What follows belongs to an exercise in optimizing a design on an open flow for a short achievable clock period and few clock cycles; a production flow would make more cautious choices. The RTL was checked by simulation tests, not by an equivalence proof against the original design. Power and IR drop assume default switching activity.

`flow/config.mk`:
```
export PLATFORM = sky130hd
export DESIGN_NAME = rv_core
export DESIGN_NICKNAME = rv_core
export VERILOG_FILES = /design/flow/design.v
export SDC_FILE = /design/flow/constraint.sdc
export NUM_CORES = 4
export LEC_CHECK = 0
export CAP_MARGIN = 20
export CORE_MARGIN = 2
export CORE_UTILIZATION = 40
export PLACE_DENSITY = 0.55
export SETUP_SLACK_MARGIN = 5
export SLEW_MARGIN = 20
export SYNTH_HIERARCHICAL = 1
```
`flow/constraint.sdc`:
```
create_clock -name core_clock -period 8.0 [get_ports {i_core_clk}]
set_input_delay 1.6000 -clock core_clock [delete_from_list [all_inputs] [get_ports {i_core_clk}]]
set_output_delay 1.6000 -clock core_clock [all_outputs]
set_load 0.01 [all_outputs]
```
`flow/design.v`:
```
module rv_adder #(
    parameter   CI = 0
)(
    input   [31:0]  a,
    input   [31:0]  b,
    output  [31:0]  s
);
    wire [31:0] g [0:5];
    wire [31:0] p [0:5];
    wire [31:0] x = a ^ b;
    wire        c0 = CI;
    assign g[0] = (a & b) | {31'd0, x[0] & c0};
    assign p[0] = x;
    genvar l, i;
    generate
        for (l = 0; l < 5; l = l + 1) begin : g_lvl
            for (i = 0; i < 32; i = i + 1) begin : g_bit
                if (i >= (1 << l)) begin : g_op
                    assign g[l+1][i] = g[l][i] | (p[l][i] & g[l][i-(1<<l)]);
                    assign p[l+1][i] = p[l][i] & p[l][i-(1<<l)];
                end else begin : g_pass
                    assign g[l+1][i] = g[l][i];
                    assign p[l+1][i] = p[l][i];
                end
            end
        end
    endgenerate
    assign s = x ^ {g[5][30:0], c0};
endmodule
module rv_alu (
    input   [8:0]   sel,
    input           lt,
    input           ltu,
    input   [31:0]  x,
    input   [31:0]  o,
    input   [31:0]  n,
    input   [31:0]  shl,
    input   [31:0]  shr,
    input   [31:0]  sar,
    input   [31:0]  pre,
    output  [31:0]  res
);
    assign res = ({32{sel[0]}} & {31'd0, lt})
               | ({32{sel[1]}} & {31'd0, ltu})
               | ({32{sel[2]}} & x)
               | ({32{sel[3]}} & o)
               | ({32{sel[4]}} & n)
               | ({32{sel[5]}} & shl)
               | ({32{sel[6]}} & shr)
               | ({32{sel[7]}} & sar)
               | ({32{sel[8]}} & pre);
endmodule
module rv_branch_comp (
    input   [31:0]  a,
    input   [31:0]  b,
    output          eq,
    output          lt,
    output          ltu
);
    wire [30:0] g0 = a[30:0] & ~b[30:0];
    wire [30:0] p0 = ~(a[30:0] ^ b[30:0]);
    wire [31:0] gl0 = {1'b0, g0[30:1], g0[0] | p0[0]};
    wire [31:0] pl0 = {1'b1, p0};
    wire [15:0] gl1, pl1;
    wire [7:0]  gl2, pl2;
    wire [3:0]  gl3, pl3;
    wire [1:0]  gl4, pl4;
    genvar i;
    generate
        for (i = 0; i < 16; i = i + 1) begin : g_l1
            assign gl1[i] = gl0[2*i+1] | (pl0[2*i+1] & gl0[2*i]);
            assign pl1[i] = pl0[2*i+1] & pl0[2*i];
        end
        for (i = 0; i < 8; i = i + 1) begin : g_l2
            assign gl2[i] = gl1[2*i+1] | (pl1[2*i+1] & gl1[2*i]);
            assign pl2[i] = pl1[2*i+1] & pl1[2*i];
        end
        for (i = 0; i < 4; i = i + 1) begin : g_l3
            assign gl3[i] = gl2[2*i+1] | (pl2[2*i+1] & gl2[2*i]);
            assign pl3[i] = pl2[2*i+1] & pl2[2*i];
        end
        for (i = 0; i < 2; i = i + 1) begin : g_l4
            assign gl4[i] = gl3[2*i+1] | (pl3[2*i+1] & gl3[2*i]);
            assign pl4[i] = pl3[2*i+1] & pl3[2*i];
        end
    endgenerate
    wire ge30 = gl4[1] | (pl4[1] & gl4[0]);
    wire p31  = ~(a[31] ^ b[31]);
    wire geu  = (a[31] & ~b[31]) | (p31 & ge30);
    wire ges  = (~a[31] & b[31]) | (p31 & ge30);
    assign ltu = ~geu;
    assign lt  = ~ges;
    assign eq  = &(~(a ^ b));
endmodule
module rv_fwd5 (
    input   [4:0]   s,
    input   [31:0]  d0,
    input   [31:0]  d1,
    input   [31:0]  d2,
    input   [31:0]  d3,
    input   [31:0]  d4,
    output  [31:0]  q
);
    assign q = ({32{s[0]}} & d0) | ({32{s[1]}} & d1) | ({32{s[2]}} & d2) |
               ({32{s[3]}} & d3) | ({32{s[4]}} & d4);
endmodule
module rv_fwd6 (
    input   [5:0]   s,
    input   [31:0]  d0,
    input   [31:0]  d1,
    input   [31:0]  d2,
    input   [31:0]  d3,
    input   [31:0]  d4,
    input   [31:0]  d5,
    output  [31:0]  q
);
    assign q = ({32{s[0]}} & d0) | ({32{s[1]}} & d1) | ({32{s[2]}} & d2) |
               ({32{s[3]}} & d3) | ({32{s[4]}} & d4) | ({32{s[5]}} & d5);
endmodule
module rv_wb_stage (
    input           u_add,
    input           u_sub,
    input   [31:0]  sum,
    input   [31:0]  dif,
    input   [31:0]  rest,
    output  [31:0]  res
);
    assign res = ({32{u_add}} & sum) | ({32{u_sub}} & dif) | rest;
endmodule
module rv_hazard_unit (
    input           eq,
    input           lt,
    input           ltu,
    input   [5:0]   c,       
    output          t
);
    assign t = (c[0] & eq) | (c[1] & ~eq) | (c[2] & lt) | (c[3] & ~lt) |
               (c[4] & ltu) | (c[5] & ~ltu);
endmodule
module rv_core (
    input               i_core_clk,
    input               i_core_rstn,
    input       [31:0]  i_core_imem_rd,
    output      [31:0]  o_core_imem_ra,
    input       [31:0]  i_core_dmem_rd,
    output      [31:0]  o_core_dmem_a,
    output      [31:0]  o_core_dmem_wd,
    output              o_core_dmem_we,
    output      [2:0]   o_core_dmem_bytectrl
);
    wire clk  = i_core_clk;
    wire rstn = i_core_rstn;
    genvar gi;
    reg  [31:0] pc_f;
    reg         valid_d;
    reg  [31:0] ins_d;
    reg  [31:0] pc_d;
    reg  [31:0] off_d;       
    reg  [31:0] imm_d;       
    reg  [31:1] s1_d, s2_d;  
    reg         d_lui, d_auipc, d_jal, d_jalr, d_br, d_load, d_store, d_opimm, d_op;
    reg  [2:0]  bc_d;
    reg         wen_e, ld_e, st_e, jmp_e, br_e;
    reg  [4:0]  rd_e;
    reg  [2:0]  bc_e;
    reg  [31:0] rv1_e, rv2_e, imm_e, pre_e, tgt_e, pcp4_e;
    reg         pred_e;
    reg  [4:0]  fa_e;        
    reg  [5:0]  fb_e;        
    reg  [4:0]  fs_e;        
    reg         a_r_e, a_m_e, a_w_e;
    reg         b_r_e, b_m_e, b_w_e;
    reg  [5:0]  c_e [0:8];
    reg         tc_e;
    reg         op_add_e, op_sub_e, op_slt_e, op_sltu_e, op_xor_e, op_or_e, op_and_e;
    reg         op_sll_e, op_srl_e, op_sra_e, op_pre_e;
    reg         wen_m, ld_m, st_m, jmp_m, tc_m, pred_m;
    reg  [8:0]  cnd_m;
    reg  [4:0]  rd_m;
    reg  [2:0]  bc_m;
    reg         u_add_m, u_sub_m;
    reg  [31:0] sum_m, dif_m, rest_m, wd_m;
    reg  [31:0] ja_m, imm_m, tgt_m, pcp4_m;
    reg         wen_w;
    reg  [4:0]  rd_w;
    reg  [31:0] res_w;
    reg  [31:0] rf [1:31];
    assign o_core_imem_ra = pc_f;
    wire [31:0] ins_f = i_core_imem_rd;
    wire [4:0]  opf   = ins_f[6:2];
    wire f_lui   = (opf == 5'b01101);
    wire f_auipc = (opf == 5'b00101);
    wire f_jal   = (opf == 5'b11011);
    wire f_jalr  = (opf == 5'b11001);
    wire f_br    = (opf == 5'b11000);
    wire f_load  = (opf == 5'b00000);
    wire f_store = (opf == 5'b01000);
    wire f_opimm = (opf == 5'b00100);
    wire f_op    = (opf == 5'b01100);
    wire [31:0] immI_f = {{20{ins_f[31]}}, ins_f[31:20]};
    wire [31:0] immS_f = {{20{ins_f[31]}}, ins_f[31:25], ins_f[11:7]};
    wire [31:0] immB_f = {{20{ins_f[31]}}, ins_f[7], ins_f[30:25], ins_f[11:8], 1'b0};
    wire [31:0] immJ_f = {{12{ins_f[31]}}, ins_f[19:12], ins_f[20], ins_f[30:21], 1'b0};
    wire [31:0] immU_f = {ins_f[31:12], 12'b0};
    wire [31:0] off_f  = !ins_f[6] ? immU_f : ins_f[3] ? immJ_f : immB_f;
    wire [31:0] imm_f  = f_store ? immS_f : immI_f;
    reg  [2:0]  bc_f;
    always @(*) begin
        case (ins_f[14:12])
            3'd0:    bc_f = 3'd1;    
            3'd1:    bc_f = 3'd3;    
            3'd2:    bc_f = 3'd0;    
            3'd4:    bc_f = 3'd2;    
            default: bc_f = 3'd4;    
        endcase
    end
    wire [31:1] s1_f, s2_f;
    generate
        for (gi = 1; gi < 32; gi = gi + 1) begin : g_sel
            assign s1_f[gi] = (ins_f[19:15] == gi);
            assign s2_f[gi] = (ins_f[24:20] == gi);
        end
    endgenerate
    wire [4:0]  rs1_d = ins_d[19:15];
    wire [4:0]  rs2_d = ins_d[24:20];
    wire [4:0]  rd_d  = ins_d[11:7];
    wire [2:0]  f3_d  = ins_d[14:12];
    wire        f7_d  = ins_d[30];
    wire [31:0] tgt_d;
    rv_adder #(.CI(0)) u_tgt (.a(pc_d), .b(off_d), .s(tgt_d));
    wire [31:0] pcp4_d = pc_d + 32'd4;
    reg  [31:0] rr1_d, rr2_d;
    integer k;
    always @(*) begin
        rr1_d = 32'd0;
        rr2_d = 32'd0;
        for (k = 1; k < 32; k = k + 1) begin
            rr1_d = rr1_d | ({32{s1_d[k]}} & rf[k]);
            rr2_d = rr2_d | ({32{s2_d[k]}} & rf[k]);
        end
    end
    wire byp1_d = wen_w && (rd_w == rs1_d);
    wire byp2_d = wen_w && (rd_w == rs2_d);
    wire [31:0] rv1_d = byp1_d ? res_w : rr1_d;
    wire [31:0] rv2_d = byp2_d ? res_w : rr2_d;
    wire stall = valid_d && ld_e && wen_e && (rs1_d == rd_e || rs2_d == rd_e);
    wire redir;              
    wire off4_d     = (off_d == 32'd4);
    wire pred_d     = d_br && off_d[31];
    wire redirect_d = valid_d && !stall && ((d_jal && !off4_d) || pred_d);
    wire wr_d = d_lui || d_auipc || d_jal || d_jalr || d_load || d_opimm || d_op;
    wire a_m_d = wen_e && (rd_e == rs1_d);
    wire a_w_d = wen_m && (rd_m == rs1_d) && !a_m_d;
    wire a_r_d = !a_m_d && !a_w_d;
    wire b_m_d = wen_e && (rd_e == rs2_d);
    wire b_w_d = wen_m && (rd_m == rs2_d) && !b_m_d;
    wire b_r_d = !b_m_d && !b_w_d;
    wire b_i_d = !(d_op || d_br);
    wire m_add = op_add_e;
    wire m_sub = op_sub_e;
    wire m_oth = !op_add_e && !op_sub_e;
    wire [4:0] fa_d = {a_m_d && m_oth, a_m_d && m_sub, a_m_d && m_add, a_w_d, a_r_d};
    wire [4:0] fs_d = {b_m_d && m_oth, b_m_d && m_sub, b_m_d && m_add, b_w_d, b_r_d};
    wire [5:0] fb_d = b_i_d ? 6'b000001 : {fs_d, 1'b0};
    wire [2:0] as_d = {a_w_d, a_m_d, a_r_d};
    wire [2:0] bs_d = {b_w_d, b_m_d, b_r_d};
    wire [5:0] cf_d;
    assign cf_d[0] = f3_d == (pred_d ? 3'd1 : 3'd0);
    assign cf_d[1] = f3_d == (pred_d ? 3'd0 : 3'd1);
    assign cf_d[2] = f3_d == (pred_d ? 3'd5 : 3'd4);
    assign cf_d[3] = f3_d == (pred_d ? 3'd4 : 3'd5);
    assign cf_d[4] = f3_d == (pred_d ? 3'd7 : 3'd6);
    assign cf_d[5] = f3_d == (pred_d ? 3'd6 : 3'd7);
    wire tc_d = d_br && ((a_m_d && b_m_d) || (a_w_d && b_w_d)) &&
                ((f3_d == 3'd0 || f3_d == 3'd5 || f3_d == 3'd7) != pred_d);
    wire alu_d = d_op || d_opimm;
    wire sub_d = d_op && f7_d;
    wire [31:0] pre_d = d_lui ? off_d : d_auipc ? tgt_d : pcp4_d;
    wire go_e = valid_d && !stall && !redir;
    wire [31:0] res_m;
    rv_wb_stage u_resm (.u_add(u_add_m), .u_sub(u_sub_m), .sum(sum_m), .dif(dif_m),
                        .rest(rest_m), .res(res_m));
    wire [31:0] opa, opb, opa_a, opb_a, opa_s, opb_s, ops;
    rv_fwd5 u_fa  (.s(fa_e), .d0(rv1_e), .d1(res_w), .d2(sum_m), .d3(dif_m), .d4(rest_m), .q(opa));
    rv_fwd5 u_faa (.s(fa_e), .d0(rv1_e), .d1(res_w), .d2(sum_m), .d3(dif_m), .d4(rest_m), .q(opa_a));
    rv_fwd5 u_fas (.s(fa_e), .d0(rv1_e), .d1(res_w), .d2(sum_m), .d3(dif_m), .d4(rest_m), .q(opa_s));
    rv_fwd6 u_fb  (.s(fb_e), .d0(imm_e), .d1(rv2_e), .d2(res_w), .d3(sum_m), .d4(dif_m), .d5(rest_m), .q(opb));
    rv_fwd6 u_fba (.s(fb_e), .d0(imm_e), .d1(rv2_e), .d2(res_w), .d3(sum_m), .d4(dif_m), .d5(rest_m), .q(opb_a));
    rv_fwd6 u_fbs (.s(fb_e), .d0(imm_e), .d1(rv2_e), .d2(res_w), .d3(sum_m), .d4(dif_m), .d5(rest_m), .q(opb_s));
    rv_fwd5 u_fs  (.s(fs_e), .d0(rv2_e), .d1(res_w), .d2(sum_m), .d3(dif_m), .d4(rest_m), .q(ops));
    wire [31:0] sum, dif;
    rv_adder #(.CI(0)) u_add (.a(opa_a), .b(opb_a),  .s(sum));
    rv_adder #(.CI(1)) u_sub (.a(opa_s), .b(~opb_s), .s(dif));
    wire        eq_ab, lt, ltu;
    rv_branch_comp u_cmp (.a(opa), .b(opb), .eq(eq_ab), .lt(lt), .ltu(ltu));
    wire [31:0] shl  = opa << opb[4:0];
    wire [31:0] shr  = opa >> opb[4:0];
    wire [31:0] sar  = $signed(opa) >>> opb[4:0];
    wire [31:0] rest_e;
    rv_alu u_res (
        .sel ({op_pre_e, op_sra_e, op_srl_e, op_sll_e, op_and_e, op_or_e, op_xor_e,
               op_sltu_e, op_slt_e}),
        .lt (lt), .ltu (ltu),
        .x (opa ^ opb), .o (opa | opb), .n (opa & opb),
        .shl (shl), .shr (shr), .sar (sar), .pre (pre_e),
        .res (rest_e)
    );
    wire [31:0] srcs [0:2];
    assign srcs[0] = rv1_e;
    assign srcs[1] = res_m;
    assign srcs[2] = res_w;
    wire [31:0] srct [0:2];
    assign srct[0] = rv2_e;
    assign srct[1] = res_m;
    assign srct[2] = res_w;
    wire [8:0] pt;
    generate
        for (gi = 0; gi < 9; gi = gi + 1) begin : g_bc
            if (gi == 4 || gi == 8) begin : g_same
                assign pt[gi] = 1'b0;
            end else begin : g_cmp
                wire p_eq, p_lt, p_ltu;
                rv_branch_comp u_c (.a(srcs[gi / 3]), .b(srct[gi % 3]),
                                    .eq(p_eq), .lt(p_lt), .ltu(p_ltu));
                rv_hazard_unit u_t (.eq(p_eq), .lt(p_lt), .ltu(p_ltu), .c(c_e[gi]), .t(pt[gi]));
            end
        end
    endgenerate
    assign redir = |cnd_m || tc_m || jmp_m;
    wire [31:0] jt_m;
    rv_adder #(.CI(0)) u_jt (.a(ja_m), .b(imm_m), .s(jt_m));
    wire [31:0] rtgt_m = jmp_m ? {jt_m[31:1], 1'b0} : pred_m ? pcp4_m : tgt_m;
    wire [31:0] pc_seq = stall ? pc_f : pc_f + 32'd4;
    always @(posedge clk) begin
        if (!rstn)
            pc_f <= 32'd0;
        else
            pc_f <= redir ? rtgt_m : redirect_d ? tgt_d : pc_seq;
    end
    always @(posedge clk) begin
        if (!rstn)
            valid_d <= 1'b0;
        else if (redir || redirect_d)
            valid_d <= 1'b0;
        else if (!stall)
            valid_d <= 1'b1;
    end
    always @(posedge clk) begin
        if (!stall) begin
            ins_d   <= ins_f;
            pc_d    <= pc_f;
            off_d   <= off_f;
            imm_d   <= imm_f;
            s1_d    <= s1_f;
            s2_d    <= s2_f;
            d_lui   <= f_lui;
            d_auipc <= f_auipc;
            d_jal   <= f_jal;
            d_jalr  <= f_jalr;
            d_br    <= f_br;
            d_load  <= f_load;
            d_store <= f_store;
            d_opimm <= f_opimm;
            d_op    <= f_op;
            bc_d    <= bc_f;
        end
    end
    always @(posedge clk) begin
        if (!rstn) begin
            wen_e  <= 1'b0;
            ld_e   <= 1'b0;
            st_e   <= 1'b0;
            jmp_e  <= 1'b0;
            br_e   <= 1'b0;
        end else begin
            wen_e  <= go_e && wr_d && (rd_d != 5'd0);
            ld_e   <= go_e && d_load;
            st_e   <= go_e && d_store;
            jmp_e  <= go_e && d_jalr;
            br_e   <= go_e && d_br;
        end
    end
    integer j;
    always @(posedge clk) begin
        rd_e      <= rd_d;
        bc_e      <= bc_d;
        rv1_e     <= rv1_d;
        rv2_e     <= rv2_d;
        imm_e     <= imm_d;
        pre_e     <= pre_d;
        tgt_e     <= tgt_d;
        pcp4_e    <= pcp4_d;
        pred_e    <= pred_d;
        fa_e      <= fa_d;
        fb_e      <= fb_d;
        fs_e      <= fs_d;
        for (j = 0; j < 9; j = j + 1)
            c_e[j] <= (d_br && as_d[j / 3] && bs_d[j % 3]) ? cf_d : 6'd0;
        tc_e      <= tc_d;
        op_add_e  <= d_load || d_store || (alu_d && f3_d == 3'd0 && !sub_d);
        op_sub_e  <= alu_d && f3_d == 3'd0 && sub_d;
        op_sll_e  <= alu_d && f3_d == 3'd1;
        op_slt_e  <= alu_d && f3_d == 3'd2;
        op_sltu_e <= alu_d && f3_d == 3'd3;
        op_xor_e  <= alu_d && f3_d == 3'd4;
        op_srl_e  <= alu_d && f3_d == 3'd5 && !f7_d;
        op_sra_e  <= alu_d && f3_d == 3'd5 && f7_d;
        op_or_e   <= alu_d && f3_d == 3'd6;
        op_and_e  <= alu_d && f3_d == 3'd7;
        op_pre_e  <= d_lui || d_auipc || d_jal || d_jalr;
    end
    always @(posedge clk) begin
        if (!rstn) begin
            wen_m <= 1'b0;
            ld_m  <= 1'b0;
            st_m  <= 1'b0;
            jmp_m <= 1'b0;
            tc_m  <= 1'b0;
            cnd_m <= 9'd0;
        end else begin
            wen_m <= wen_e && !redir;
            ld_m  <= ld_e && !redir;
            st_m  <= st_e && !redir;
            jmp_m <= jmp_e && !redir;
            tc_m  <= tc_e && br_e && !redir;
            cnd_m <= pt & {9{br_e && !redir}};
        end
    end
    always @(posedge clk) begin
        rd_m    <= rd_e;
        bc_m    <= bc_e;
        u_add_m <= op_add_e;
        u_sub_m <= op_sub_e;
        sum_m   <= sum;
        dif_m   <= dif;
        rest_m  <= rest_e;
        wd_m    <= ops;
        ja_m    <= opa;
        imm_m   <= imm_e;
        tgt_m   <= tgt_e;
        pcp4_m  <= pcp4_e;
        pred_m  <= pred_e;
    end
    assign o_core_dmem_a        = sum_m;
    assign o_core_dmem_wd       = wd_m;
    assign o_core_dmem_we       = st_m;
    assign o_core_dmem_bytectrl = bc_m;
    always @(posedge clk) begin
        if (!rstn)
            wen_w <= 1'b0;
        else
            wen_w <= wen_m;
    end
    always @(posedge clk) begin
        rd_w  <= rd_m;
        res_w <= ld_m ? i_core_dmem_rd : res_m;
    end
    integer i;
    always @(posedge clk) begin
        if (!rstn) begin
            for (i = 1; i < 32; i = i + 1)
                rf[i] <= 32'd0;
        end else if (wen_w) begin
            rf[rd_w] <= res_w;
        end
    end
endmodule
```
`flow/run.sh`:
```
#!/bin/bash
# synth_recipe.tcl (not shown) runs the flow's synth.tcl, then flattens the netlist and writes it again
# the make line also repeats each setting of config.mk as NAME=value (left out here)
make -C /OpenROAD-flow-scripts/flow DESIGN_CONFIG=/design/flow/config.mk WORK_HOME=/design/flow/orfs CLKGATE_MAP_FILE= SYNTH_SCRIPT=/design/flow/synth_recipe.tcl finish
```
==> flow_summary.json, run 1 <==
{
  "finalCriticalPeriod_ns": 3.94,
  "p_per_area_nw_per_um2": 222,
  "grt_overflow_total": 0,
  "num_rows": 181,
  "gp_congestion": 0.970,
  "holdCritStartpoint": "pcp4_e[21]$_DFF_P_",
  "dpl.hpwl_mm": 291,
  "synthCells": 9342,
  "final_area_um2": 117000,
  "hold_viol": 0,
  "switching_power_mw": 8.38,
  "grt_pass1_wl_mm": 681,
  "fin_worst_skew_ns": 0.0705,
  "cts_buffers": 193,
  "initialDrtViolationCount": 19531,
  "cts_tree": "done",
  "start_kind": "flop",
  "hold_depth": 0,
  "clock-sinks": 1744,
  "end_kind": "flop",
  "worst-path-max-fanout": 25,
  "r2r_slack_ns": 4.06,
  "crit_type": "flop to flop",
  "grt_pass1_vias": 85391,
  "crit-reg2reg-launch": "fa_e[0]$_DFF_P_",
  "die_area_um2": 248000,
  "clkPwrFrac_pct": 35.3,
  "intPower_mw": 17.5,
  "slew_headroom_pct": 13.9,
  "hold_class": "flop to flop",
  "path_cells": "bufbuf_16 > a222oi_1 > nand2_2 > mux4_2 > buf_4 > mux2i_4 > nor2_1 > a31oi_1 > a21oi_1 > a222oi_1 > nand3_1",
  "dp_cells": 12295,
  "wl_mm": 508,
  "max_freq_mhz": 254,
  "cts_buffer_depth": 3,
  "hold_end": "pcp4_m[21]$_DFF_P_",
  "cts-htree-levels": 4,
  "path_clk_slew_ns": 0.06,
  "power.leakage_nw": 44.4,
  "crit_top_cell": "a222oi_1",
  "max-cap-violations": 0,
  "p_sw_share_pct": 32.4,
  "power_frac_seq_pct": 42.3,
  "setup_viol": 0,
  "avgSynthCellArea_um2": 10.4,
  "syn2layout_area_growth_pct": 19.7,
  "fp.dieH_um": 498,
  "io_pins": 166,
  "cp.arrival_ns": 4.64,
  "nNetsFinal": 10207,
  "rsz0062_at_grt": "yes",
  "final_layout_size_suffix_gt1_share_pct": 18.7,
  "dr.pass1.iters": 15,
  "ir_drop_uv": 235,
  "tightest_slew_ns": 1.29,
  "design.core.area_um2": 243000,
  "largest_reg_flops": 992,
  "reg2reg_depth": 11,
  "grt_max_degree": 140,
  "cts_root_buf": "clkbuf_16",
  "initial_core_util_pct": 40.2,
  "cp.required_ns": 8.69,
  "numPortBuffers": 163,
  "viasPerCell": 7.07,
  "wl_per_cell_um": 38.9,
  "ant_nets": 0,
  "top_register": "rf",
  "antenna_found_initial": 60,
  "clock_latency_ns": 0.90,
  "vias": 92528,
  "syn_area_um2": 97500,
  "drv_slew": 0,
  "postPlaceCellArea_um2": 103000,
  "p_comb_share_pct": 22.4,
  "grt.total_usage_pct": 38.8,
  "fin_cells": 13081,
  "min_period_over_period_pct": 49.3,
  "yosysWarnings": 11,
  "die_w_um": 498,
  "drc_errors": 0,
  "timing.setup.tns_ns": 0,
  "outcome": "no timing/DRC/antenna violations",
  "slowest_stage": "a222oi_1",
  "cpPeakStageDelay_ns": 0.84,
  "top_regs": "rf: 992 flops, c_e: 42 flops",
  "r2r-end": "rest_m[25]$_DFF_P_"
}
## how the worst max path moves through the flow
stage / start / end / cells past startpoint
detailed placement: i_core_rstn / rf[14][7]$_SDFFCE_PN0P_ / 6
CTS: fa_e[0]$_DFF_P_ / rest_m[29]$_DFF_P_ / 10
finish: fa_e[0]$_DFF_P_ / rest_m[25]$_DFF_P_ / 11
global route: fa_e[0]$_DFF_P_ / rest_m[29]$_DFF_P_ / 10
floorplan: i_core_rstn / rf[12][0]$_SDFFCE_PN0P_ / 5
global placement: i_core_rstn / rf[14][7]$_SDFFCE_PN0P_ / 6
## power groups by stage
stage               logic (mW)  registers, mW  clock network (mW)
finish                    5.80           11.0                9.15
global route              6.03           11.0                9.49
CTS                       5.15           10.9                9.15
detailed placement        4.36           11.2                   0
global placement          4.32           11.1                   0
floorplan                 2.59           10.8                   0
## stage by stage
| step | power (mW) | hold WS (ns) | utilization [%] | setup slack [ns] |
|---|---|---|---|---|
| 6_report | 25.9 | 0.319 | 48.1 | 4.06 |
| 3_3_place_gp | 15.5 | 0.311 | 42.4 | 3.21 |
| 3_5_place_dp | 15.5 | 0.312 | 42.4 | 3.17 |
| 2_1_floorplan | 13.4 | 0.310 | - | 4.69 |
| 4_1_cts | 25.2 | 0.324 | 47.0 | 4.31 |
| 5_1_grt | 26.5 | 0.328 | 48.1 | 4.03 |
## cells in the final DEF, fill, tap and decap left out, types with 166 or more instances in the layout
cell type / n
edfxtp_1: 1158
and2_1: 1022
a22oi_1: 860
dfxtp_1: 475
buf_4: 474
nor2_1: 469
inv_1: 453
nand2_1: 446
ha_1: 379
a21oi_1: 305
nand3_1: 275
a221oi_1: 259
a22o_1: 256
a222oi_1: 224
clkbuf_16: 212
nand4_1: 174
o21ai_0: 166
## routing by layer
metal,vias up,global-route usage [%],routed length [um]
li1,36385,-,-
met1,44747,50.7,186000
met2,9147,52.0,194000
met3,2204,18.5,88700
met4,45,21.5,38600
met5,-,0.733,359
## worst max-delay path: cells and delay by family (launching register included)
kind | cells | cell delay [ns]
compound gates | 4 | 1.59
mux | 2 | 0.75
buf+inv | 2 | 0.52
simple gates | 3 | 0.47
flops | 1 | 0.43
## timing repair
action                      CTS  global route
pin swaps                   184           193
hold buffers                  0             0
gates resized for setup    1072           314
setup endpoints to repair  1664           296
gates cloned                  7            13
buffers inserted            268           101
## cell type report
class	count	area (um2)
well taps	3202	4010
clock buffers	259	5350
inverters	465	1780
diodes	34	85.1
multi-input cells	6446	49500
clock inverters	99	1010
repair buffers	832	8130
fillers	22141	126000
flip-flops and latches	1744	46900
Testbench counts, summed over its fixed seeds: cycles 57,700.
==> run 2, diff against run 1 <==
--- a/flow/design.v
+++ b/flow/design.v
@@ -170,2 +170,5 @@
     reg  [4:0]  fs_e;        
+    reg  [4:0]  fa_a_e, fa_s_e, fa_h_e;
+    reg  [5:0]  fb_a_e, fb_s_e, fb_h_e;
+    reg         u_add_c, u_sub_c;    
     reg         a_r_e, a_m_e, a_w_e;
@@ -182,2 +185,3 @@
     reg  [31:0] sum_m, dif_m, rest_m, wd_m;
+    reg  [31:0] ma_m;        
     reg  [31:0] ja_m, imm_m, tgt_m, pcp4_m;
@@ -277,14 +281,21 @@
     wire sub_d = d_op && f7_d;
+    wire add_d  = d_load || d_store || (alu_d && f3_d == 3'd0 && !sub_d);
+    wire subo_d = alu_d && f3_d == 3'd0 && sub_d;
+    wire sh_d   = alu_d && (f3_d == 3'd1 || f3_d == 3'd5);
     wire [31:0] pre_d = d_lui ? off_d : d_auipc ? tgt_d : pcp4_d;
     wire go_e = valid_d && !stall && !redir;
-    wire [31:0] res_m;
+    wire [31:0] res_m, res_mc;
     rv_wb_stage u_resm (.u_add(u_add_m), .u_sub(u_sub_m), .sum(sum_m), .dif(dif_m),
                         .rest(rest_m), .res(res_m));
-    wire [31:0] opa, opb, opa_a, opb_a, opa_s, opb_s, ops;
+    rv_wb_stage u_resc (.u_add(u_add_c), .u_sub(u_sub_c), .sum(sum_m), .dif(dif_m),
+                        .rest(rest_m), .res(res_mc));
+    wire [31:0] opa, opb, opa_a, opb_a, opa_s, opb_s, opa_h, opb_h, ops;
     rv_fwd5 u_fa  (.s(fa_e), .d0(rv1_e), .d1(res_w), .d2(sum_m), .d3(dif_m), .d4(rest_m), .q(opa));
-    rv_fwd5 u_faa (.s(fa_e), .d0(rv1_e), .d1(res_w), .d2(sum_m), .d3(dif_m), .d4(rest_m), .q(opa_a));
-    rv_fwd5 u_fas (.s(fa_e), .d0(rv1_e), .d1(res_w), .d2(sum_m), .d3(dif_m), .d4(rest_m), .q(opa_s));
+    rv_fwd5 u_fah (.s(fa_h_e), .d0(rv1_e), .d1(res_w), .d2(sum_m), .d3(dif_m), .d4(rest_m), .q(opa_h));
+    rv_fwd6 u_fbh (.s(fb_h_e), .d0(imm_e), .d1(rv2_e), .d2(res_w), .d3(sum_m), .d4(dif_m), .d5(rest_m), .q(opb_h));
+    rv_fwd5 u_faa (.s(fa_a_e), .d0(rv1_e), .d1(res_w), .d2(sum_m), .d3(dif_m), .d4(rest_m), .q(opa_a));
+    rv_fwd5 u_fas (.s(fa_s_e), .d0(rv1_e), .d1(res_w), .d2(sum_m), .d3(dif_m), .d4(rest_m), .q(opa_s));
     rv_fwd6 u_fb  (.s(fb_e), .d0(imm_e), .d1(rv2_e), .d2(res_w), .d3(sum_m), .d4(dif_m), .d5(rest_m), .q(opb));
-    rv_fwd6 u_fba (.s(fb_e), .d0(imm_e), .d1(rv2_e), .d2(res_w), .d3(sum_m), .d4(dif_m), .d5(rest_m), .q(opb_a));
-    rv_fwd6 u_fbs (.s(fb_e), .d0(imm_e), .d1(rv2_e), .d2(res_w), .d3(sum_m), .d4(dif_m), .d5(rest_m), .q(opb_s));
+    rv_fwd6 u_fba (.s(fb_a_e), .d0(imm_e), .d1(rv2_e), .d2(res_w), .d3(sum_m), .d4(dif_m), .d5(rest_m), .q(opb_a));
+    rv_fwd6 u_fbs (.s(fb_s_e), .d0(imm_e), .d1(rv2_e), .d2(res_w), .d3(sum_m), .d4(dif_m), .d5(rest_m), .q(opb_s));
     rv_fwd5 u_fs  (.s(fs_e), .d0(rv2_e), .d1(res_w), .d2(sum_m), .d3(dif_m), .d4(rest_m), .q(ops));
@@ -295,5 +306,5 @@
     rv_branch_comp u_cmp (.a(opa), .b(opb), .eq(eq_ab), .lt(lt), .ltu(ltu));
-    wire [31:0] shl  = opa << opb[4:0];
-    wire [31:0] shr  = opa >> opb[4:0];
-    wire [31:0] sar  = $signed(opa) >>> opb[4:0];
+    wire [31:0] shl  = opa_h << opb_h[4:0];
+    wire [31:0] shr  = opa_h >> opb_h[4:0];
+    wire [31:0] sar  = $signed(opa_h) >>> opb_h[4:0];
     wire [31:0] rest_e;
@@ -309,3 +320,3 @@
     assign srcs[0] = rv1_e;
-    assign srcs[1] = res_m;
+    assign srcs[1] = res_mc;
     assign srcs[2] = res_w;
@@ -313,3 +324,3 @@
     assign srct[0] = rv2_e;
-    assign srct[1] = res_m;
+    assign srct[1] = res_mc;
     assign srct[2] = res_w;
@@ -395,2 +406,8 @@
         fb_e      <= fb_d;
+        fa_a_e    <= add_d ? fa_d : 5'd0;
+        fb_a_e    <= add_d ? fb_d : 6'd0;
+        fa_s_e    <= subo_d ? fa_d : 5'd0;
+        fb_s_e    <= subo_d ? fb_d : 6'd0;
+        fa_h_e    <= sh_d ? fa_d : 5'd0;
+        fb_h_e    <= sh_d ? fb_d : 6'd0;
         fs_e      <= fs_d;
@@ -399,4 +416,4 @@
         tc_e      <= tc_d;
-        op_add_e  <= d_load || d_store || (alu_d && f3_d == 3'd0 && !sub_d);
-        op_sub_e  <= alu_d && f3_d == 3'd0 && sub_d;
+        op_add_e  <= add_d;
+        op_sub_e  <= subo_d;
         op_sll_e  <= alu_d && f3_d == 3'd1;
@@ -433,3 +450,6 @@
         u_sub_m <= op_sub_e;
+        u_add_c <= op_add_e && d_br;
+        u_sub_c <= op_sub_e && d_br;
         sum_m   <= sum;
+        ma_m    <= sum & {32{ld_e || st_e}};
         dif_m   <= dif;
@@ -443,3 +463,3 @@
     end
-    assign o_core_dmem_a        = sum_m;
+    assign o_core_dmem_a        = ma_m;
     assign o_core_dmem_wd       = wd_m;
--- a/flow/config.mk
+++ b/flow/config.mk
@@ -9,3 +9,6 @@
 export CORE_MARGIN = 2
-export CORE_UTILIZATION = 40
+export CORE_UTILIZATION = 45
+export CTS_CLUSTER_DIAMETER = 150
+export CTS_CLUSTER_SIZE = 50
+export MIN_ROUTING_LAYER = met2
 export PLACE_DENSITY = 0.55
==> flow_summary.json, run 2 <==
{
  "hold_buffers": 0,
  "initial_core_util_pct": 45.2,
  "fp.dieH_um": 476,
  "die_w_um": 476,
  "lastStage": "global routing",
  "numPortBuffers": 163,
  "gp_congestion": 1.16,
  "outcome": "did not finish",
  "num_rows": 173,
  "dpl.hpwl_mm": 335,
  "yosysWarnings": 11,
  "clock-sinks": 1811,
  "firstError": "[ERROR GRT-0116] Global routing finished with congestion. Check the congestion regions in the DRC Viewer.",
  "grt_overflow_total": 489,
  "avgSynthCellArea_um2": 10.5,
  "synthCells": 9586,
  "cts_root_buf": "clkbuf_16",
  "grt.total_usage_pct": 77.7,
  "postPlaceCellArea_um2": 106000,
  "cts_buffers": 47,
  "cts-htree-levels": 2,
  "grt_max_degree": 167,
  "cts_buffer_depth": 3,
  "grt_pass1_vias": 136702,
  "syn_area_um2": 100000,
  "grt_pass1_wl_mm": 840,
  "io_pins": 166
}
[run 2: how the worst max path moves through the flow]
stage                                    start                        to  slack (ns)  cells after the start
after CTS                 fa_h_e[0]$_SDFF_PN0_        rest_m[19]$_DFF_P_        4.32                     11
after global placement             i_core_rstn  rf[25][21]$_SDFFCE_PN0P_        2.89                      6
after detailed placement           i_core_rstn   rf[9][18]$_SDFFCE_PN0P_        2.99                      6
after floorplan                    i_core_rstn   rf[13][0]$_SDFFCE_PN0P_        4.81                      4
[run 2: power by group through the flow]
stage	logic, mW	clock network, mW	registers (mW)
after floorplan	1.51	0	10.8
after global placement	2.82	0	11.0
after detailed placement	2.83	0	11.0
after CTS	3.12	4.31	10.8
[run 2: timing repair]
action                      CTS
pin swaps                   291
cloned                       15
buffers inserted            296
gates resized for setup    1155
setup endpoints to repair  2044
[run 2: metrics by stage]
stage | hold slack, ns | setup WS (ns) | util [%] | cells | power [mW]
2_1_floorplan | 0.310 | 4.81 | - | 9587 | 12.3
3_3_place_gp | 0.310 | 2.89 | 47.7 | 12354 | 13.8
3_5_place_dp | 0.312 | 2.99 | 47.7 | 12355 | 13.8
4_1_cts | 0.335 | 4.32 | 51.3 | 12753 | 18.2
[run 2: routing by layer]
| layer | GRT overflow | track usage, % |
|---|---|---|
| met5 | 67 | 72.3 |
| met1 | - | - |
| met2 | 11 | 80.4 |
| met4 | 20 | 54.5 |
| met3 | 391 | 88.8 |
Testbench counts of run 2, summed over its fixed seeds: cycles 57,700.
==> run 3, diff against run 2 <==
--- a/flow/design.v
+++ b/flow/design.v
@@ -30,3 +30,13 @@
 module rv_alu (
-    input   [8:0]   sel,
+    input   [2:0]   sel,     
+    input   [31:0]  shl,
+    input   [31:0]  shr,
+    input   [31:0]  sar,
+    input   [31:0]  lo,      
+    output  [31:0]  res
+);
+    assign res = ({32{sel[0]}} & shl) | ({32{sel[1]}} & shr) | ({32{sel[2]}} & sar) | lo;
+endmodule
+module rv_alu_lo (
+    input   [5:0]   sel,     
     input           lt,
@@ -36,5 +46,2 @@
     input   [31:0]  n,
-    input   [31:0]  shl,
-    input   [31:0]  shr,
-    input   [31:0]  sar,
     input   [31:0]  pre,
@@ -47,6 +54,3 @@
                | ({32{sel[4]}} & n)
-               | ({32{sel[5]}} & shl)
-               | ({32{sel[6]}} & shr)
-               | ({32{sel[7]}} & sar)
-               | ({32{sel[8]}} & pre);
+               | ({32{sel[5]}} & pre);
 endmodule
@@ -129,2 +133,15 @@
 endmodule
+module rv_fwd6n (
+    input   [5:0]   s,
+    input   [31:0]  d0,
+    input   [31:0]  d1,
+    input   [31:0]  d2,
+    input   [31:0]  d3,
+    input   [31:0]  d4,
+    input   [31:0]  d5,
+    output  [31:0]  q
+);
+    assign q = ~(({32{s[0]}} & d0) | ({32{s[1]}} & d1) | ({32{s[2]}} & d2) |
+                 ({32{s[3]}} & d3) | ({32{s[4]}} & d4) | ({32{s[5]}} & d5));
+endmodule
 module rv_hazard_unit (
@@ -170,4 +187,4 @@
     reg  [4:0]  fs_e;        
-    reg  [4:0]  fa_a_e, fa_s_e, fa_h_e;
-    reg  [5:0]  fb_a_e, fb_s_e, fb_h_e;
+    reg  [4:0]  fa_a_e, fa_s_e, fa_l_e, fa_r_e, fa_q_e;
+    reg  [5:0]  fb_a_e, fb_s_e, fb_l_e, fb_r_e, fb_q_e;
     reg         u_add_c, u_sub_c;    
@@ -283,3 +300,5 @@
     wire subo_d = alu_d && f3_d == 3'd0 && sub_d;
-    wire sh_d   = alu_d && (f3_d == 3'd1 || f3_d == 3'd5);
+    wire sll_d  = alu_d && f3_d == 3'd1;
+    wire srl_d  = alu_d && f3_d == 3'd5 && !f7_d;
+    wire sra_d  = alu_d && f3_d == 3'd5 && f7_d;
     wire [31:0] pre_d = d_lui ? off_d : d_auipc ? tgt_d : pcp4_d;
@@ -291,6 +310,10 @@
                         .rest(rest_m), .res(res_mc));
-    wire [31:0] opa, opb, opa_a, opb_a, opa_s, opb_s, opa_h, opb_h, ops;
+    wire [31:0] opa, opb, opa_a, opb_a, opa_s, opb_s, opa_l, opb_l, opa_r, opb_r, opa_q, opb_q, ops;
     rv_fwd5 u_fa  (.s(fa_e), .d0(rv1_e), .d1(res_w), .d2(sum_m), .d3(dif_m), .d4(rest_m), .q(opa));
-    rv_fwd5 u_fah (.s(fa_h_e), .d0(rv1_e), .d1(res_w), .d2(sum_m), .d3(dif_m), .d4(rest_m), .q(opa_h));
-    rv_fwd6 u_fbh (.s(fb_h_e), .d0(imm_e), .d1(rv2_e), .d2(res_w), .d3(sum_m), .d4(dif_m), .d5(rest_m), .q(opb_h));
+    rv_fwd5 u_fal (.s(fa_l_e), .d0(rv1_e), .d1(res_w), .d2(sum_m), .d3(dif_m), .d4(rest_m), .q(opa_l));
+    rv_fwd6 u_fbl (.s(fb_l_e), .d0(imm_e), .d1(rv2_e), .d2(res_w), .d3(sum_m), .d4(dif_m), .d5(rest_m), .q(opb_l));
+    rv_fwd5 u_far (.s(fa_r_e), .d0(rv1_e), .d1(res_w), .d2(sum_m), .d3(dif_m), .d4(rest_m), .q(opa_r));
+    rv_fwd6 u_fbr (.s(fb_r_e), .d0(imm_e), .d1(rv2_e), .d2(res_w), .d3(sum_m), .d4(dif_m), .d5(rest_m), .q(opb_r));
+    rv_fwd5 u_faq (.s(fa_q_e), .d0(rv1_e), .d1(res_w), .d2(sum_m), .d3(dif_m), .d4(rest_m), .q(opa_q));
+    rv_fwd6 u_fbq (.s(fb_q_e), .d0(imm_e), .d1(rv2_e), .d2(res_w), .d3(sum_m), .d4(dif_m), .d5(rest_m), .q(opb_q));
     rv_fwd5 u_faa (.s(fa_a_e), .d0(rv1_e), .d1(res_w), .d2(sum_m), .d3(dif_m), .d4(rest_m), .q(opa_a));
@@ -299,3 +322,3 @@
     rv_fwd6 u_fba (.s(fb_a_e), .d0(imm_e), .d1(rv2_e), .d2(res_w), .d3(sum_m), .d4(dif_m), .d5(rest_m), .q(opb_a));
-    rv_fwd6 u_fbs (.s(fb_s_e), .d0(imm_e), .d1(rv2_e), .d2(res_w), .d3(sum_m), .d4(dif_m), .d5(rest_m), .q(opb_s));
+    rv_fwd6n u_fbs (.s(fb_s_e), .d0(imm_e), .d1(rv2_e), .d2(res_w), .d3(sum_m), .d4(dif_m), .d5(rest_m), .q(opb_s));
     rv_fwd5 u_fs  (.s(fs_e), .d0(rv2_e), .d1(res_w), .d2(sum_m), .d3(dif_m), .d4(rest_m), .q(ops));
@@ -303,15 +326,18 @@
     rv_adder #(.CI(0)) u_add (.a(opa_a), .b(opb_a),  .s(sum));
-    rv_adder #(.CI(1)) u_sub (.a(opa_s), .b(~opb_s), .s(dif));
+    rv_adder #(.CI(1)) u_sub (.a(opa_s), .b(opb_s), .s(dif));    
     wire        eq_ab, lt, ltu;
     rv_branch_comp u_cmp (.a(opa), .b(opb), .eq(eq_ab), .lt(lt), .ltu(ltu));
-    wire [31:0] shl  = opa_h << opb_h[4:0];
-    wire [31:0] shr  = opa_h >> opb_h[4:0];
-    wire [31:0] sar  = $signed(opa_h) >>> opb_h[4:0];
-    wire [31:0] rest_e;
-    rv_alu u_res (
-        .sel ({op_pre_e, op_sra_e, op_srl_e, op_sll_e, op_and_e, op_or_e, op_xor_e,
-               op_sltu_e, op_slt_e}),
+    wire [31:0] shl  = opa_l << opb_l[4:0];
+    wire [31:0] shr  = opa_r >> opb_r[4:0];
+    wire [31:0] sar  = $signed(opa_q) >>> opb_q[4:0];
+    wire [31:0] lo_e, rest_e;
+    rv_alu_lo u_lo (
+        .sel ({op_pre_e, op_and_e, op_or_e, op_xor_e, op_sltu_e, op_slt_e}),
         .lt (lt), .ltu (ltu),
-        .x (opa ^ opb), .o (opa | opb), .n (opa & opb),
-        .shl (shl), .shr (shr), .sar (sar), .pre (pre_e),
+        .x (opa ^ opb), .o (opa | opb), .n (opa & opb), .pre (pre_e),
+        .res (lo_e)
+    );
+    rv_alu u_res (
+        .sel ({op_sra_e, op_srl_e, op_sll_e}),
+        .shl (shl), .shr (shr), .sar (sar), .lo (lo_e),
         .res (rest_e)
@@ -410,4 +436,8 @@
         fb_s_e    <= subo_d ? fb_d : 6'd0;
-        fa_h_e    <= sh_d ? fa_d : 5'd0;
-        fb_h_e    <= sh_d ? fb_d : 6'd0;
+        fa_l_e    <= sll_d ? fa_d : 5'd0;
+        fb_l_e    <= sll_d ? fb_d : 6'd0;
+        fa_r_e    <= srl_d ? fa_d : 5'd0;
+        fb_r_e    <= srl_d ? fb_d : 6'd0;
+        fa_q_e    <= sra_d ? fa_d : 5'd0;
+        fb_q_e    <= sra_d ? fb_d : 6'd0;
         fs_e      <= fs_d;
==> flow_summary.json, run 3 <==
{
  "numPortBuffers": 163,
  "cts_root_buf": "clkbuf_16",
  "gp_congestion": 1.16,
  "firstError": "[ERROR GRT-0116] Global routing finished with congestion. Check the congestion regions in the DRC Viewer.",
  "grt_max_degree": 94,
  "cts_buffers": 51,
  "fp.dieH_um": 485,
  "avgSynthCellArea_um2": 10.4,
  "place_ws_ns": 3.24,
  "outcome": "did not finish",
  "postPlaceCellArea_um2": 110000,
  "yosysWarnings": 11,
  "die_w_um": 485,
  "grt.total_usage_pct": 87.6,
  "grt_pass1_vias": 149331,
  "syn_area_um2": 104000,
  "cts-htree-levels": 2,
  "dpl.hpwl_mm": 360,
  "lastStage": "global routing",
  "grt_overflow_total": 1780,
  "num_rows": 176,
  "synthCells": 10038,
  "io_pins": 166,
  "grt_pass1_wl_mm": 995,
  "cts_buffer_depth": 3,
  "initial_core_util_pct": 45.3
}
run 3: what timing repair did:
item | CTS
setup endpoints to repair | 1996
buffers inserted | 279
gates resized for setup | 1243
gates cloned | 16
pin swaps | 241
hold buffers | 0
run 3: stage by stage:
stage / utilization (%) / instances / power [mW]
after floorplan: - / 10039 / 12.4
after detailed placement: 47.7 / 12862 / 14.1
after global placement: 47.7 / 12861 / 14.1
after CTS: 51.1 / 13253 / 18.9
run 3: layer usage:
| layer | track usage [%] | GRT overflow |
|---|---|---|
| met5 | 81.6 | 200 |
| met4 | 73.5 | 284 |
| met3 | 94.4 | 1036 |
| met2 | 89.6 | 260 |
| met1 | - | - |
run 3: worst max-delay path by stage:
stage,depth (start not counted),from,end
floorplan,7,ins_d[19]$_DFFE_PN_,pc_f[18]$_SDFFE_PN0P_
global placement,6,i_core_rstn,rf[21][14]$_SDFFCE_PN0P_
detailed placement,6,i_core_rstn,rf[21][11]$_SDFFCE_PN0P_
CTS,14,fa_e[0]$_DFF_P_,rest_m[0]$_DFF_P_
run 3: power groups by stage:
stage	clock network, mW	logic [mW]	registers (mW)
floorplan	0	1.47	10.9
detailed placement	0	3.11	11.0
CTS	4.58	3.52	10.8
global placement	0	3.09	11.0
Testbench counts of run 3, summed over its fixed seeds: cycles 57,700.

[port drivers added, routing unchanged]
How much do the figures lean on ideal ports? The routed layout below was timed once more, with nothing changed but the port constraints. Step 1: set_driving_cell puts a clkbuf_16 on i_core_clk and a buf_2 on each other input, an assumption about the parent block. Step 2 adds t to the input delays and takes it off the output delays; t is the mean of the earliest and latest rising clock arrival at the registers after step 1. Input paths then give back, and output paths get back, about the clock's delay inside the block. a / b / c = ideal ports / drivers / drivers and shift; a / b = the first two.
run: run 1
shift t [ns]: 0.968
slack for setup (ns): 4.059 / 4.059 / 4.059
worst hold slack (ns): 0.319 / 0.319 / 0.319
worst setup path at the end: register to register
After both steps setup and hold are still met in run 1. For run 1, drivers alone change the setup slack by 0.000 ns; drivers and shift together by 0.000 ns.
